What follows belongs to an exercise in optimizing a design on an open flow for small area and a short achievable clock period; a production flow would make more cautious choices. Where RTL was checked, it was by simulation tests only, not by an equivalence proof against the original. Only the layout flow was run in run 2; the RTL was not checked for function there. Power and IR drop assume default switching activity.

===== flow/config.mk =====
export PLATFORM = sky130hd
export DESIGN_NAME = pipelined_RISC
export DESIGN_NICKNAME = pipelined_RISC
export VERILOG_FILES = /design/flow/design.v
export SDC_FILE = /design/flow/constraint.sdc
export NUM_CORES = 4
export LEC_CHECK = 0
export CAP_MARGIN = 20
export CORE_MARGIN = 2
export CORE_UTILIZATION = 50
export CTS_CLUSTER_DIAMETER = 100
export CTS_CLUSTER_SIZE = 22
export SETUP_SLACK_MARGIN = 5
export SLEW_MARGIN = 20

===== flow/constraint.sdc =====
create_clock -name core_clock -period 8.0 [get_ports {clk}]
set_input_delay 1.6000 -clock core_clock [delete_from_list [all_inputs] [get_ports {clk}]]
set_output_delay 1.6000 -clock core_clock [all_outputs]
set_load 0.01 [all_outputs]

===== flow/design.v =====
module pipelined_RISC(clk, rst, start, imem_addr, imem_rdata, dmem_addr, dmem_wdata, dmem_we, dmem_re, dmem_rdata);
  input clk, rst, start;
  output [31:0] imem_addr;
  input  [31:0] imem_rdata;
  output [31:0] dmem_addr, dmem_wdata;
  output dmem_we, dmem_re;
  input  [31:0] dmem_rdata;
  reg  [31:2] pc;
  wire [31:2] pc_inc = pc + 30'd1;
  reg  [31:0] m_wdata;
  reg         m_take;
  always @(posedge clk or negedge rst)
    if (!rst)          pc <= 30'd0;
    else if (start)    pc <= 30'd0;
    else if (m_take)   pc <= m_wdata[31:2];
    else               pc <= pc_inc;
  assign imem_addr = {pc, 2'b00};
  wire [5:0] f_op  = imem_rdata[31:26];
  wire       f_isR = (f_op == 6'b000000);
  reg [31:0] d_sel1, d_sel2;    
  reg [15:0] d_imm;
  reg [31:2] d_pc;
  reg [4:0]  d_dest;
  reg        d_isR, d_isLW, d_isSW, d_isBEQ;
  reg [3:0]  d_fn;
  reg [31:0] R [0:31];
  reg [31:0] valid;
  reg [31:0] w_data;
  reg [4:0]  w_dest;
  reg        w_regw;
  wire [31:0] w_en = {31'd0, w_regw} << w_dest;    
  wire [31:0] valid_next = valid | w_en;
  integer k;
  always @(posedge clk)
      for (k = 0; k < 32; k = k + 1) begin
        d_sel1[k] <= (imem_rdata[25:21] == k) & valid_next[k];
        d_sel2[k] <= (imem_rdata[20:16] == k) & valid_next[k];
      end
  always @(posedge clk) begin
    d_imm <= imem_rdata[15:0];
    d_pc  <= pc_inc;
  end
  always @(posedge clk or negedge rst)
    if (!rst) begin
      d_dest <= 5'd0; d_isR <= 1'b1; d_isLW <= 1'b0; d_isSW <= 1'b0;
      d_isBEQ <= 1'b0; d_fn <= 4'b0110;
    end else begin
      d_dest  <= f_isR ? imem_rdata[15:11] : imem_rdata[20:16];
      d_isR   <= f_isR;
      d_isLW  <= (f_op == 6'b100011);
      d_isSW  <= (f_op == 6'b101011);
      d_isBEQ <= (f_op == 6'b000100);
      d_fn    <= imem_rdata[3:0];
    end
  wire f2  = d_fn[2];
  wire f1  = d_fn[1];
  wire f03 = d_fn[0] | d_fn[3];
  wire sub = (d_isR & ~f2 & f1) | d_isBEQ;    
  wire [31:0] se_imm = {{16{d_imm[15]}}, d_imm};
  wire use_rt = d_isR | d_isBEQ;
  wire [31:0] sel1 = d_sel1;
  wire [31:0] sel2 = d_sel2;
  reg  [31:0] rd1, rd2;
  integer j;
  always @(*) begin
    rd1 = 32'd0;
    rd2 = 32'd0;
    for (j = 0; j < 32; j = j + 1) begin
      rd1 = rd1 | ({32{sel1[j]}} & R[j]);
      rd2 = rd2 | ({32{sel2[j]}} & R[j]);
    end
  end
  reg [31:0] e_a, e_b, e_bx;
  reg [4:0]  e_dest;
  reg        e_regw, e_lw, e_sw, e_beq;
  reg        e_sub, e_arith, e_and, e_or, e_slt;
  always @(posedge clk) begin
    e_a      <= rd1;
    e_b      <= d_isBEQ ? {d_pc + se_imm[29:0], 2'b00} : rd2;
    e_bx     <= ({32{use_rt & ~sub}} & rd2) | ({32{use_rt & sub}} & ~rd2)
              | ({32{~use_rt}} & se_imm);
    e_dest   <= d_dest;
    e_sub    <= sub;
    e_arith  <= ~d_isR | (~f2 & ~f03);
    e_and    <= d_isR & f2 & ~f1 & ~f03;
    e_or     <= d_isR & f2 & ~f1 & f03;
    e_slt    <= d_isR & ~f2 & f1 & f03;
  end
  always @(posedge clk or negedge rst)
    if (!rst) begin
      e_regw <= 1'b0; e_lw <= 1'b0; e_sw <= 1'b0; e_beq <= 1'b0;
    end else begin
      e_regw <= d_isR | d_isLW;
      e_lw   <= d_isLW;
      e_sw   <= d_isSW;
      e_beq  <= d_isBEQ;
    end
  wire [33:0] sumx = {1'b0, e_a, 1'b1} + {1'b0, e_bx, e_sub};
  wire [32:0] sum  = sumx[33:1];
  wire [31:0] res  = ({32{e_arith}} & sum[31:0])
                   | ({32{e_and}} & (e_a & e_bx))
                   | ({32{e_or}}  & (e_a | e_bx))
                   | {31'd0, e_slt & ~sum[32]};
  wire eq = &(e_a ^ e_bx);
  reg [31:0] m_addr;
  reg [4:0]  m_dest;
  reg        m_we, m_re, m_regw;
  always @(posedge clk) begin
    m_addr   <= res;
    m_wdata  <= e_b;
    m_dest   <= e_dest;
  end
  always @(posedge clk or negedge rst)
    if (!rst) begin
      m_take <= 1'b0; m_we <= 1'b0; m_re <= 1'b0; m_regw <= 1'b0;
    end else begin
      m_take <= e_beq & eq;
      m_we   <= e_sw;
      m_re   <= e_lw;
      m_regw <= e_regw;
    end
  assign dmem_addr  = m_addr;
  assign dmem_wdata = m_wdata;
  assign dmem_we    = m_we;
  assign dmem_re    = m_re;
  always @(posedge clk) begin
    w_data <= m_re ? dmem_rdata : m_addr;
    w_dest <= m_dest;
  end
  always @(posedge clk or negedge rst)
    if (!rst) w_regw <= 1'b0;
    else      w_regw <= m_regw;
  integer i;
  always @(posedge clk)
    for (i = 0; i < 32; i = i + 1)
      if (w_en[i]) R[i] <= w_data;
  always @(posedge clk or negedge rst)
    if (!rst) valid <= 32'd0;
    else      valid <= valid_next;
endmodule

===== flow/run.sh =====
#!/bin/bash
# synth_recipe.tcl (not shown) runs the flow's synth.tcl, then flattens the netlist and writes it again
# the make line also repeats each setting of config.mk as NAME=value (left out here)
make -C /OpenROAD-flow-scripts/flow DESIGN_CONFIG=/design/flow/config.mk WORK_HOME=/design/flow/orfs CLKGATE_MAP_FILE= SYNTH_SCRIPT=/design/flow/synth_recipe.tcl finish

==> flow_metrics.tcl, run 1 <==
set metrics [dict create \
    drive_above_1_share 0.106 \
    nNetsFinal 4431 \
    fin_skew_ps 34.1 \
    end_kind "flip-flop" \
    avgSynthCellArea_um2 13.9 \
    floorplan.initialDensity 0.503 \
    drc 0 \
    grt_max_degree 62 \
    overflow 0 \
    synthCells 4133 \
    grt_setup_unrepaired "yes" \
    synth-edff-count 1024 \
    fillers 9348 \
    utilization 0.560 \
    finalSetupViolations 0 \
    io_buffers 162 \
    crit_required_ps 8330 \
    grt_pass1_vias 42200 \
    busiest_layer "met2" \
    hpwlAfterDp_um 128000 \
    clk_pin_slew_ps 90 \
    drt_iter0_markers 9219 \
    arrival_ps 3400 \
    cts_hold_buf 0 \
    drtAntennaViolNets 0 \
    ys_async_sr_fraction 0.0587 \
    clock.fmax_mhz 326 \
    power_density_nw_per_um2 205 \
    clk_latency_ps 700 \
    totalWireLength_um 253000 \
    area_delta_synth_final_pct 11.3 \
    maxCapViolations 0 \
    fin_hold_ws_ps 331 \
    clock_sinks 1430 \
    setup_tns_ps 0 \
    relSlewSlack 0.159 \
    slowest_delay_ps 1150 \
    wire_per_inst_um 43.3 \
    netlist_area_um2 57400 \
    tightest_slew_ps 1260 \
    row_count 124 \
    dieWidth_um 343 \
    drtPass1Iterations 10 \
    ys_types 74 \
    use_met1 0.537 \
    detail_route.vias_per_cell 7.67 \
    critPathMaxFanout 17 \
    leakagePower_nw 22.1 \
    min-delay-path-class "flip-flop to flip-flop" \
    path_delay_family "simple AND/OR/NAND/NOR gates" \
    cts_buffer_depth 3 \
    fin_crit_ps 3070 \
    cts_tree "yes" \
    timing.final.crit_share 0.383 \
    io_pins 165 \
    htree_levels 3 \
    crit_chain "nand2b_1 -> nor2_4 -> buf_4" \
    die-area_um2 118000 \
    worstSetupPathType "flip-flop to flip-flop" \
    use_met2 0.592 \
    vias 44800 \
    antenna_found_initial 13 \
    ys.flop_type "edfxtp_1" \
    grt_pass1_wl_um 338000 \
    final_cells 5848 \
    grt_usage 0.422 \
    cp-start-kind "flip-flop" \
    met3_usage 0.209 \
    min_path_cells 0 \
    yosysSeqAreaShare 0.684 \
    irDropWorstVdd_mv 0.177 \
    place.gp.congestion 0.906 \
    slew_violations 0 \
    cts_buffers 75 \
    cp.buffers_inverters 1 \
    ys_ff_latch 1430 \
    status "timing/DRC/antenna clean" \
    hold_viol_final 0 \
    ff2ff_path_depth 3 \
    slowest_stage "nor2_4" \
    dieHeight_um 343 \
    core_um2 114000 \
    cts_root_buffer "clkbuf_16" \
    post-place-cells 5653 \
    critical_path_depth 3 \
    yosys_warnings 2 \
]
==> stage by stage <==
stage | instance area (um2) | setup WS [ps] | total power [mW]
6_report | 63900 | 4930 | 13.1
4_1_cts | 63700 | 4910 | 13.1
3_5_place_dp | 61100 | 4460 | 8.91
5_1_grt | 63900 | 4850 | 13.4
2_1_floorplan | 57400 | 5040 | 8.61
3_3_place_gp | 61100 | 4450 | 8.91
==> worst reg2reg max path: stages, from the launching register on <==
cell,delay [ps]
dfxtp_1,360
nand2b_1,550
nor2_4,1150
buf_4,600
==> per-layer routing <==
metal / vias up / share of wire
li1: 16900 / -
met1: 21900 / 0.33
met2: 4827 / 0.40
met3: 1197 / 0.19
met4: 14 / 0.068
met5: - / 0.0011
==> registers in the layout (all words and copies together), names as in the netlist, 32 cells and up <==
register  cells
R          1024
d_sel1       32
d_sel2       32
e_a          32
e_b          32
e_bx         32
m_addr       32
m_wdata      32
valid        32
w_data       32
==> what timing repair did <==
item                                    in CTS  in global routing
pin swaps                                   10                 20
endpoints found under the setup margin     111                 30
gates resized for setup                    155                 54
buffers inserted                            36                 14
==> area by class of cell <==
cell class                 instances  area (um2)  area share
clock buffer                     135        2200      0.0344
timing repair buffer             304        2600      0.0407
clock inverter                     2        28.8    0.000450
multi-input combinational       2329       17300       0.270
antenna                            8        20.0    0.000313
tap                             1512        1890      0.0296
sequential                      1430       39500       0.617
inverter                         128         483     0.00755
==> logic make-up after synthesis <==
family | count (synthesis) | share of synthesized area
AOI/OAI and AO/OA | 1272 | 0.170
muxes | 65 | 0.0121
adders and majority gates | 96 | 0.0212
DFF | 1430 | 0.684
buffers and inverters | 375 | 0.0250
and+or+nand+nor | 815 | 0.0756
other | 1 | 0.0000653
xor gates and xnor gates | 79 | 0.0120
==> where the power goes <==
| part | leakage, nW | internal (mW) | switching (mW) |
|---|---|---|---|
| registers | 13.0 | 8.10 | 0.198 |
| logic | 7.97 | 0.184 | 0.296 |
| clock network | 1.06 | 1.89 | 2.44 |
==> placed cells by master (no fill, tap or decap), types with 17 or more instances in the layout <==
cell,Yosys,final
a221oi_1,129,129
clkdlybuf4s50_1,0,65
dlygate4sd2_1,0,70
xor2_1,35,35
a221o_1,35,35
a21o_1,18,18
mux2i_1,30,30
nor2_4,0,32
or4_1,66,66
inv_1,128,122
a22oi_1,780,779
a21oi_1,69,65
clkdlybuf4s15_1,0,22
dfxtp_4,0,18
dfxtp_2,0,65
mux2_2,35,35
clkbuf_16,0,79
edfxtp_1,1024,1024
nor3_1,93,93
clkbuf_1,206,55
a22o_1,128,128
nor2_1,160,123
nand2_1,75,75
xnor2_1,44,44
nand2b_1,17,17
o21ai_0,27,25
dfxtp_1,322,239
nand4_1,139,139
nor2b_1,60,60
nand3_1,159,158
ha_1,94,80
dfrtp_1,81,73
buf_4,2,141
==> cell usage after synthesis (all sizes together) (30+ instances only) <==
master	n	area, um2
nand3	159	796
edfxtp	1024	30700
buf	39	154
nand2	76	288
mux2i	30	300
nand4	139	870
a221oi	130	1160
a22o	128	1120
ha	94	1180
nor2b	60	375
inv	128	480
dfrtp	81	2030
xor2	35	307
mux2	35	394
a22oi	780	5860
dfxtp	322	6450
clkbuf	208	801
o21ai	42	214
a221o	36	362
nor2	160	601
or4	66	495
a21oi	70	354
xnor2	44	385
nor3	94	475
==> path summary, 6_finish.rpt <==
kind,from,end,slack [ps]
min in group asynchronous,rst,pc[23],920
worst max register to register,w_dest[1],R[21][23],4930
max in group asynchronous,rst,valid[30],5880
worst max-delay path,w_dest[1],R[21][23],4930
worst min register to register,e_dest[3],m_dest[3],330
worst min-delay path,e_dest[3],m_dest[3],330
==> run 2: changes to the inputs <==
--- a/flow/design.v
+++ b/flow/design.v
@@ -19,4 +19,5 @@
   wire       f_isR = (f_op == 6'b000000);
   reg [31:0] d_sel1, d_sel2;    
+  reg [31:0] d_sel2n;           
   reg [15:0] d_imm;
   reg [31:2] d_pc;
@@ -36,4 +37,5 @@
         d_sel1[k] <= (imem_rdata[25:21] == k) & valid_next[k];
         d_sel2[k] <= (imem_rdata[20:16] == k) & valid_next[k];
+        d_sel2n[k] <= ~((imem_rdata[20:16] == k) & valid_next[k]);
       end
   always @(posedge clk) begin
@@ -68,5 +70,5 @@
     for (j = 0; j < 32; j = j + 1) begin
       rd1 = rd1 | ({32{sel1[j]}} & R[j]);
-      rd2 = rd2 | ({32{sel2[j]}} & R[j]);
+      rd2 = rd2 | ({{16{~d_sel2n[j]}}, {16{sel2[j]}}} & R[j]);
     end
   end
==> run 2 against run 1 <==
Against the previous run: flip-flop and latch count rose by 32; combinational power shrank 1%; worst hold slack worse by 7.2 ps; power rose by 1.8%; critical path type unchanged; critical path depth is 1 higher; cell count up 4.8%; critical endpoint is now R[13][27]; utilization up 0.57 points; sequential share of layout area down 0.77 points; synthesized area up 2.1%; clock skew grew 7.2 ps.
==> flow_metrics.tcl, run 2 <==
set metrics [dict create \
    status "timing/DRC/antenna clean" \
    cts_buffer_depth 3 \
    leakagePower_nw 23.6 \
    largest-register "R" \
    grt_max_degree 56 \
    irDropWorstVdd_mv 0.149 \
    synth_top_area_share 0.525 \
    power_density_nw_per_um2 203 \
    hold_viol_final 0 \
    slew_violations 0 \
    relSlewSlack 0.182 \
    timing.final.crit_share 0.386 \
    clk_pin_slew_ps 100 \
    r2r_slack_ps 4910 \
    tightest_slew_ps 1230 \
    ys_async_sr_fraction 0.0575 \
    avgSynthCellArea_um2 13.6 \
    synth_xor_area_frac 0.0115 \
    area_delta_synth_final_pct 12.1 \
    grt_usage 0.425 \
    maxCapViolations 0 \
    cts_hold_buf 0 \
    final_cells 6129 \
    p_seq_frac 0.633 \
    ys_ff_latch 1462 \
    synthCells 4322 \
    setup_tns_ps 0 \
    cts_tree "yes" \
    drive_above_1_share 0.109 \
    yosys_warnings 2 \
    grt_setup_unrepaired "yes" \
    fin_skew_ps 41.3 \
    wire_per_inst_um 42.7 \
    floorplan.initialDensity 0.505 \
    yosysTopAreaCell "edfxtp_1" \
    detail_route.vias_per_cell 7.60 \
    grt_pass1_wl_um 350000 \
    cts_buffers 76 \
    finalSetupViolations 0 \
    place.gp.congestion 0.967 \
    totalWireLength_um 262000 \
    synthMuxAreaShare 0.0125 \
    end_kind "flip-flop" \
    synth_most_common_cell "edfxtp_1" \
    worstSetupPathType "flip-flop to flip-flop" \
    drtPass1Iterations 10 \
    arrival_ps 3430 \
    nNetsFinal 4685 \
    vias 46600 \
    p_switching_mw 3.04 \
    htree_levels 3 \
    critPathMaxFanout 20 \
    clock_sinks 1462 \
    ys_types 71 \
    min_from "m_dest[2]" \
    core_um2 116000 \
    synth_top_family_by_area "compound AO/OA/AOI/OAI gates" \
    placed_area_um2 62200 \
    r2r_end "R[13][27]" \
    fin_hold_ws_ps 324 \
    hpwlAfterDp_um 142000 \
    yosysSeqAreaShare 0.681 \
    p_sw_frac 0.228 \
    min_to "w_dest[2]" \
    antenna_found_initial 15 \
    layout_commonest_cell "edfxtp_1" \
    crit_chain "nor2b_1 -> nand3_1 -> nor2_4 -> buf_4" \
    yosys.area_share.simple 0.0725 \
    drtAntennaViolNets 0 \
    grt_pass1_vias 43400 \
    row_count 125 \
    clk_latency_ps 730 \
    drt_iter0_markers 9519 \
    crit_required_ps 8340 \
    yosys-top-cells-count "1,024 x edfxtp_1, 631 x a22oi_1, 354 x dfxtp_1, 249 x inv_1, 221 x clkbuf_1" \
    synth_area_leaders "edfxtp_1 52%, dfxtp_1 12%, a22oi_1 8.1%" \
    slowest_delay_ps 890 \
    clkPwrFrac 0.331 \
    drc 0 \
    cts_root_buffer "clkbuf_16" \
    synth_fa_ha_area_frac 0.0207 \
    synth-compound-area-share 0.169 \
    dieWidth_um 346 \
    fin_crit_ps 3090 \
    comb_power_share 0.035 \
    utilization 0.566 \
    post-place-cells 5852 \
    min-delay-path-class "flip-flop to flip-flop" \
    finalInstanceArea_um2 65700 \
    ys.flop_type "edfxtp_1" \
    largest_register_ffs 1024 \
    clock.fmax_mhz 324 \
    min_path_cells 0 \
    synth-edff-count 1024 \
    overflow 0 \
    r2r-start "w_regw" \
    cp-start-kind "flip-flop" \
    io_pins 165 \
    die-area_um2 120000 \
    internal-power_mw 10.3 \
    netlist_area_um2 58600 \
    dieHeight_um 346 \
    slowest_stage "nor2_4" \
    ff2ff_path_depth 4 \
    mostFrequentLayoutCells "1,024 x edfxtp_1, 631 x a22oi_1, 293 x dfxtp_1, 231 x inv_1, 188 x buf_4" \
    io_buffers 162 \
]
run 2: cells by family after synthesis:
group / count (synthesis)
AND/OR/NAND/NOR: 823
flip-flops: 1462
adder cells (fa/ha/maj): 96
multiplexers: 69
AO/OA/AOI/OAI: 1296
XOR/XNOR: 77
buffers and inverters: 498
other: 1
run 2: cell type report:
cell class / count / area [um2]
Clock inverter: 6 / 62.6
Timing Repair inverter: 1 / 5.00
Sequential cell: 1462 / 40100
Inverter: 249 / 1000
Timing Repair Buffer: 369 / 3270
Antenna cell: 20 / 50.0
Tap cell: 1524 / 1910
Clock buffer: 135 / 2180
Multi-Input combinational cell: 2363 / 17200
Fill cell: 9411 / 50500
run 2: routing by layer:
metal	global-route usage	vias up	routed length (um)
li1	-	17500	-
met1	0.528	22600	87100
met2	0.605	5133	107000
met3	0.209	1290	48500
met4	0.226	26	18500
met5	0.0208	-	446
run 2: metrics by stage:
| stage | setup WS (ps) | total power [mW] |
|---|---|---|
| global placement | 4290 | 9.07 |
| detailed placement | 4260 | 9.08 |
| floorplan | 5090 | 8.76 |
| finish | 4910 | 13.4 |
| CTS | 4900 | 13.3 |
| global route | 4870 | 13.6 |
run 2: power groups by stage:
stage / Combinational [mW] / Sequential, mW / Clock (mW)
3_3_place_gp: 0.453 / 8.62 / 0
6_report: 0.474 / 8.46 / 4.42
2_1_floorplan: 0.215 / 8.55 / 0
5_1_grt: 0.501 / 8.47 / 4.65
4_1_cts: 0.449 / 8.45 / 4.39
3_5_place_dp: 0.456 / 8.62 / 0
run 2: worst max path at each step:
stage | start | endpoint | cells after the start
final | w_regw | R[13][27] | 4
after global routing | e_bx[3] | m_addr[31] | 11
after detailed placement | imem_rdata[27] | d_dest[0] | 6
after CTS | m_re | dmem_re | 1
after global placement | imem_rdata[27] | d_dest[4] | 6
after floorplan | w_regw | d_sel2n[12] | 5
run 2: repair_timing:
item,CTS,global route
pin swaps,20,10
endpoints found under the setup margin,164,67
endpoints found under the hold margin,0,0
setup buffers,82,32
gates cloned,1,0
resized for setup,156,51
run 2: critical path, delay by kind of cell (launching register included):
family | cells | cell delay (ps)
flip-flops | 1 | 420
AND/OR/NAND/NOR | 3 | 1570
buffers and inverters | 1 | 650
==> run 3: changes to the inputs <==
--- a/flow/design.v
+++ b/flow/design.v
@@ -16,10 +16,10 @@
     else               pc <= pc_inc;
   assign imem_addr = {pc, 2'b00};
-  wire [5:0] f_op  = imem_rdata[31:26];
-  wire       f_isR = (f_op == 6'b000000);
+  wire [5:0] f_op    = imem_rdata[31:26];
+  wire       f_isR   = (f_op == 6'b000000);
+  wire       f_isBEQ = (f_op == 6'b000100);
+  wire [31:2] f_target = pc_inc + {{14{imem_rdata[15]}}, imem_rdata[15:0]};
   reg [31:0] d_sel1, d_sel2;    
-  reg [31:0] d_sel2n;           
-  reg [15:0] d_imm;
-  reg [31:2] d_pc;
+  reg [31:2] d_immx;            
   reg [4:0]  d_dest;
   reg        d_isR, d_isLW, d_isSW, d_isBEQ;
@@ -37,9 +37,8 @@
         d_sel1[k] <= (imem_rdata[25:21] == k) & valid_next[k];
         d_sel2[k] <= (imem_rdata[20:16] == k) & valid_next[k];
-        d_sel2n[k] <= ~((imem_rdata[20:16] == k) & valid_next[k]);
       end
   always @(posedge clk) begin
-    d_imm <= imem_rdata[15:0];
-    d_pc  <= pc_inc;
+    d_immx[31:18] <= f_target[31:18];
+    d_immx[17:2]  <= f_isBEQ ? f_target[17:2] : imem_rdata[15:0];
   end
   always @(posedge clk or negedge rst)
@@ -52,5 +51,5 @@
       d_isLW  <= (f_op == 6'b100011);
       d_isSW  <= (f_op == 6'b101011);
-      d_isBEQ <= (f_op == 6'b000100);
+      d_isBEQ <= f_isBEQ;
       d_fn    <= imem_rdata[3:0];
     end
@@ -59,5 +58,5 @@
   wire f03 = d_fn[0] | d_fn[3];
   wire sub = (d_isR & ~f2 & f1) | d_isBEQ;    
-  wire [31:0] se_imm = {{16{d_imm[15]}}, d_imm};
+  wire [31:0] se_imm = {{16{d_immx[17]}}, d_immx[17:2]};
   wire use_rt = d_isR | d_isBEQ;
   wire [31:0] sel1 = d_sel1;
@@ -70,5 +69,5 @@
     for (j = 0; j < 32; j = j + 1) begin
       rd1 = rd1 | ({32{sel1[j]}} & R[j]);
-      rd2 = rd2 | ({{16{~d_sel2n[j]}}, {16{sel2[j]}}} & R[j]);
+      rd2 = rd2 | ({32{sel2[j]}} & R[j]);
     end
   end
@@ -79,5 +78,5 @@
   always @(posedge clk) begin
     e_a      <= rd1;
-    e_b      <= d_isBEQ ? {d_pc + se_imm[29:0], 2'b00} : rd2;
+    e_b      <= d_isBEQ ? {d_immx, 2'b00} : rd2;
     e_bx     <= ({32{use_rt & ~sub}} & rd2) | ({32{use_rt & sub}} & ~rd2)
               | ({32{~use_rt}} & se_imm);
==> run 3 against run 2 <==
Against the previous run: still clean on timing, DRC and antenna; via count shrank 3.3%; worst setup slack got worse by 370 ps; clock skew is 12 ps lower; final area fell by 1.7%; flip-flop and latch count shrank 48; combinational power is 6.3% higher; sequential share of layout area decreased by 0.42 points; die area shrank 2.2%; worst hold slack improved by 6.2 ps; utilization increased by 0.11 points; critical path type unchanged; largest cell class unchanged; highest routed layer unchanged.
==> flow_metrics.tcl, run 3 <==
set metrics [dict create \
    min_path_cells 0 \
    fin_skew_ps 29.6 \
    critPathMaxFanout 4 \
    cts_buffer_depth 3 \
    slowest_stage "dfrtp_1" \
    irDropWorstVdd_mv 0.155 \
    layout_commonest_cell "edfxtp_1" \
    ys_async_sr_fraction 0.0594 \
    detail_route.vias_per_cell 7.63 \
    wl_met2_um 107000 \
    ys_ff_latch 1414 \
    tightest_slew_ps 1180 \
    utilization 0.567 \
    mostFrequentLayoutCells "1,024 x edfxtp_1, 764 x a22oi_1, 232 x dfxtp_1, 171 x buf_4, 148 x nand3_1" \
    ff2ff_path_depth 16 \
    critPathMostFrequentCell "and4_4" \
    netlist_area_um2 57300 \
    cts_buffers 74 \
    finalSetupViolations 0 \
    htree_levels 3 \
    dieHeight_um 343 \
    status "timing/DRC/antenna clean" \
    largest_register_ffs 1024 \
    clk_pin_slew_ps 90 \
    synthCells 4136 \
    clock.fmax_mhz 289 \
    yosys_warnings 2 \
    avgSynthCellArea_um2 13.9 \
    drtPass1Iterations 8 \
    placed_area_um2 61100 \
    grt_max_degree 44 \
    r2r_end "d_immx[30]" \
    yosysTopAreaCell "edfxtp_1" \
    r2r_slack_ps 4540 \
    arrival_ps 4070 \
    wl_met1_um 84300 \
    floorplan.initialDensity 0.503 \
    hpwlAfterDp_um 133000 \
    finalInstanceArea_um2 64600 \
    wl_met3_um 45200 \
    slowest_delay_ps 370 \
    setup_slack_ps 4540 \
    grt_setup_unrepaired "yes" \
    ys_types 70 \
    setup_tns_ps 0 \
    crit_required_ps 8610 \
    die-area_um2 117000 \
    grt_pass1_wl_um 346000 \
    worstSetupPathType "flip-flop to flip-flop" \
    io_pins 165 \
    synth_area_leaders "edfxtp_1 54%, dfxtp_1 11%, a22oi_1 10%" \
    synth_most_common_cell "edfxtp_1" \
    wire_per_inst_um 43.8 \
    hold_viol_final 0 \
    clk_latency_ps 700 \
    power_density_nw_per_um2 200 \
    synth-edff-count 1024 \
    drtAntennaViolNets 0 \
    cts_tree "yes" \
    min_to "m_wdata[22]" \
    slew_violations 0 \
    yosysSeqAreaShare 0.680 \
    core_um2 114000 \
    totalWireLength_um 259000 \
    clock_sinks 1414 \
    synth_top_area_share 0.536 \
    r2r-start "pc[3]" \
    drive_above_1_share 0.137 \
    place.gp.congestion 0.938 \
    nNetsFinal 4479 \
    fin_crit_ps 3460 \
    grt_pass1_vias 42200 \
    leakagePower_nw 22.6 \
    cp-start-kind "flip-flop" \
    top_layer_used "met5" \
    antenna_found_initial 9 \
    end_kind "flip-flop" \
    min_from "e_b[22]" \
    drt_iter0_markers 9178 \
    vias 45000 \
    fillers 9140 \
    timing.final.crit_share 0.432 \
    dp_slack_ps 3050 \
    dieWidth_um 343 \
    area_delta_synth_final_pct 12.7 \
    yosys-top-cells-count "1,024 x edfxtp_1, 764 x a22oi_1, 306 x dfxtp_1, 223 x clkbuf_1, 155 x nand3_1" \
    row_count 124 \
    grt_usage 0.431 \
    min-delay-path-class "flip-flop to flip-flop" \
    io_buffers 162 \
    cts_root_buffer "clkbuf_16" \
    maxCapViolations 0 \
    relSlewSlack 0.214 \
    ys.flop_type "edfxtp_1" \
    overflow 0 \
    largest-register "R" \
    crit_chain "ha_2 -> nand2_2 -> nor3_4 -> buf_12 -> and4_4 -> nand3_4 -> xnor2_4 -> ha_4 -> and4_4 -> a2111oi_4 -> o21ai_2 -> a31oi_4 -> o31ai_4 -> a211o_1 -> a21oi_2 -> xnor2_1" \
    drc 0 \
]
==> run 3: cell types whose count changed in the layout (fill, tap and decap cells not counted), sizes merged, moves of 21 or more <==
cell,change
a21oi,-31
a221oi,-53
a22o,-41
a22oi,+133
dfxtp,-48
inv,-116
mux2,+35
nand3,+26
nand4,+21
nor2,-30
nor3,+23
o22ai,-27
or3,-35
==> run 3: critical path: cells and delay by family, from the launching register on <==
| kind | cells | cell delay (ps) |
|---|---|---|
| AND/OR/NAND/NOR | 5 | 780 |
| adder cells (fa/ha/maj) | 2 | 430 |
| AO/OA/AOI/OAI | 6 | 1320 |
| XOR/XNOR | 2 | 320 |
| buffers and inverters | 1 | 140 |
| flip-flops | 1 | 370 |
==> run 3: metal layers <==
metal / global-route usage / up-vias
met3: 0.180 / 1358
met1: 0.532 / 21800
met5: 0 / -
li1: - / 17000
met2: 0.626 / 4754
met4: 0.272 / 10
==> run 3: cell families after synthesis <==
| logic type | synth area share |
|---|---|
| buffers and inverters | 0.0248 |
| adders and majority gates | 0.0212 |
| AOI/OAI and AO/OA | 0.171 |
| DFF | 0.680 |
| and+or+nand+nor | 0.0721 |
| other | 0.0000654 |
| xor gates and xnor gates | 0.0121 |
| muxes | 0.0182 |
==> run 3: where the power goes <==
part | switching [mW] | internal (mW) | total, mW
clock network | 2.41 | 1.83 | 4.24
logic | 0.311 | 0.193 | 0.504
registers | 0.192 | 8.01 | 8.20
==> run 3: stage by stage <==
stage / hold slack, ps / power, mW / instances
5_1_grt: 337 / 13.2 / 5886
6_report: 330 / 12.9 / 5896
2_1_floorplan: 310 / 8.52 / 4137
3_3_place_gp: 310 / 8.83 / 5664
3_5_place_dp: 312 / 8.83 / 5664
4_1_cts: 330 / 12.9 / 5858
==> run 3: worst max path at each step <==
stage,start,to,slack [ps],depth (start not counted)
global route,pc[2],d_immx[31],4380,15
CTS,pc[9],d_immx[31],4580,12
global placement,imem_rdata[15],d_immx[31],3040,10
detailed placement,imem_rdata[15],d_immx[31],3050,10
floorplan,imem_rdata[0],d_immx[24],4480,10
finish,pc[3],d_immx[30],4540,16
==> run 3: layout make-up <==
cell class,count,area (um2),share of cell area
Sequential cell,1414,39100,0.605
Multi-Input combinational cell,2356,18000,0.278
Timing Repair Buffer,352,3020,0.0468
Clock buffer,130,2130,0.0329
Tap cell,1512,1890,0.0293
Inverter,118,443,0.00685
Clock inverter,4,38.8,0.000600
Antenna cell,10,25.0,0.000387
==> run 3: what timing repair did <==
item	in CTS	in global routing
buffers inserted	60	28
pin swaps	40	41
hold buffers	0	0
gates resized for setup	261	76
endpoints found under the setup margin	135	63

[separate check: timing with driven ports]
No port has a modelled driver above. Below, the same layouts with a new extraction and two added sets of constraints.
Step 1 assumes that a clkbuf_16 drives the clock port and a buf_2 every other input.
Step 2 times the ports against the registers' clock, not the clock port: input delays grow and output delays shrink by t, the midpoint of the rising clock arrivals with the driver on.
Slacks: no drivers / after step 1 / after step 2; pairs: no drivers / after step 1.
run | t (ns) | setup slack, ns | worst slew at a driven data input, ns | pins driven straight from the clock port
run 1 | 0.764 | 4.932 / 4.932 / 4.501 | 0.07 | 1
run 2 | 0.785 | 4.910 / 4.910 / 4.483 | 0.08 | 1
run 3 | 0.768 | 4.542 / 4.542 / 3.929 | 0.06 | 1
After both steps every run listed still meets setup and hold. For run 3, which loses most, drivers alone change the setup slack by 0.000 ns; drivers and shift together by -0.613 ns.
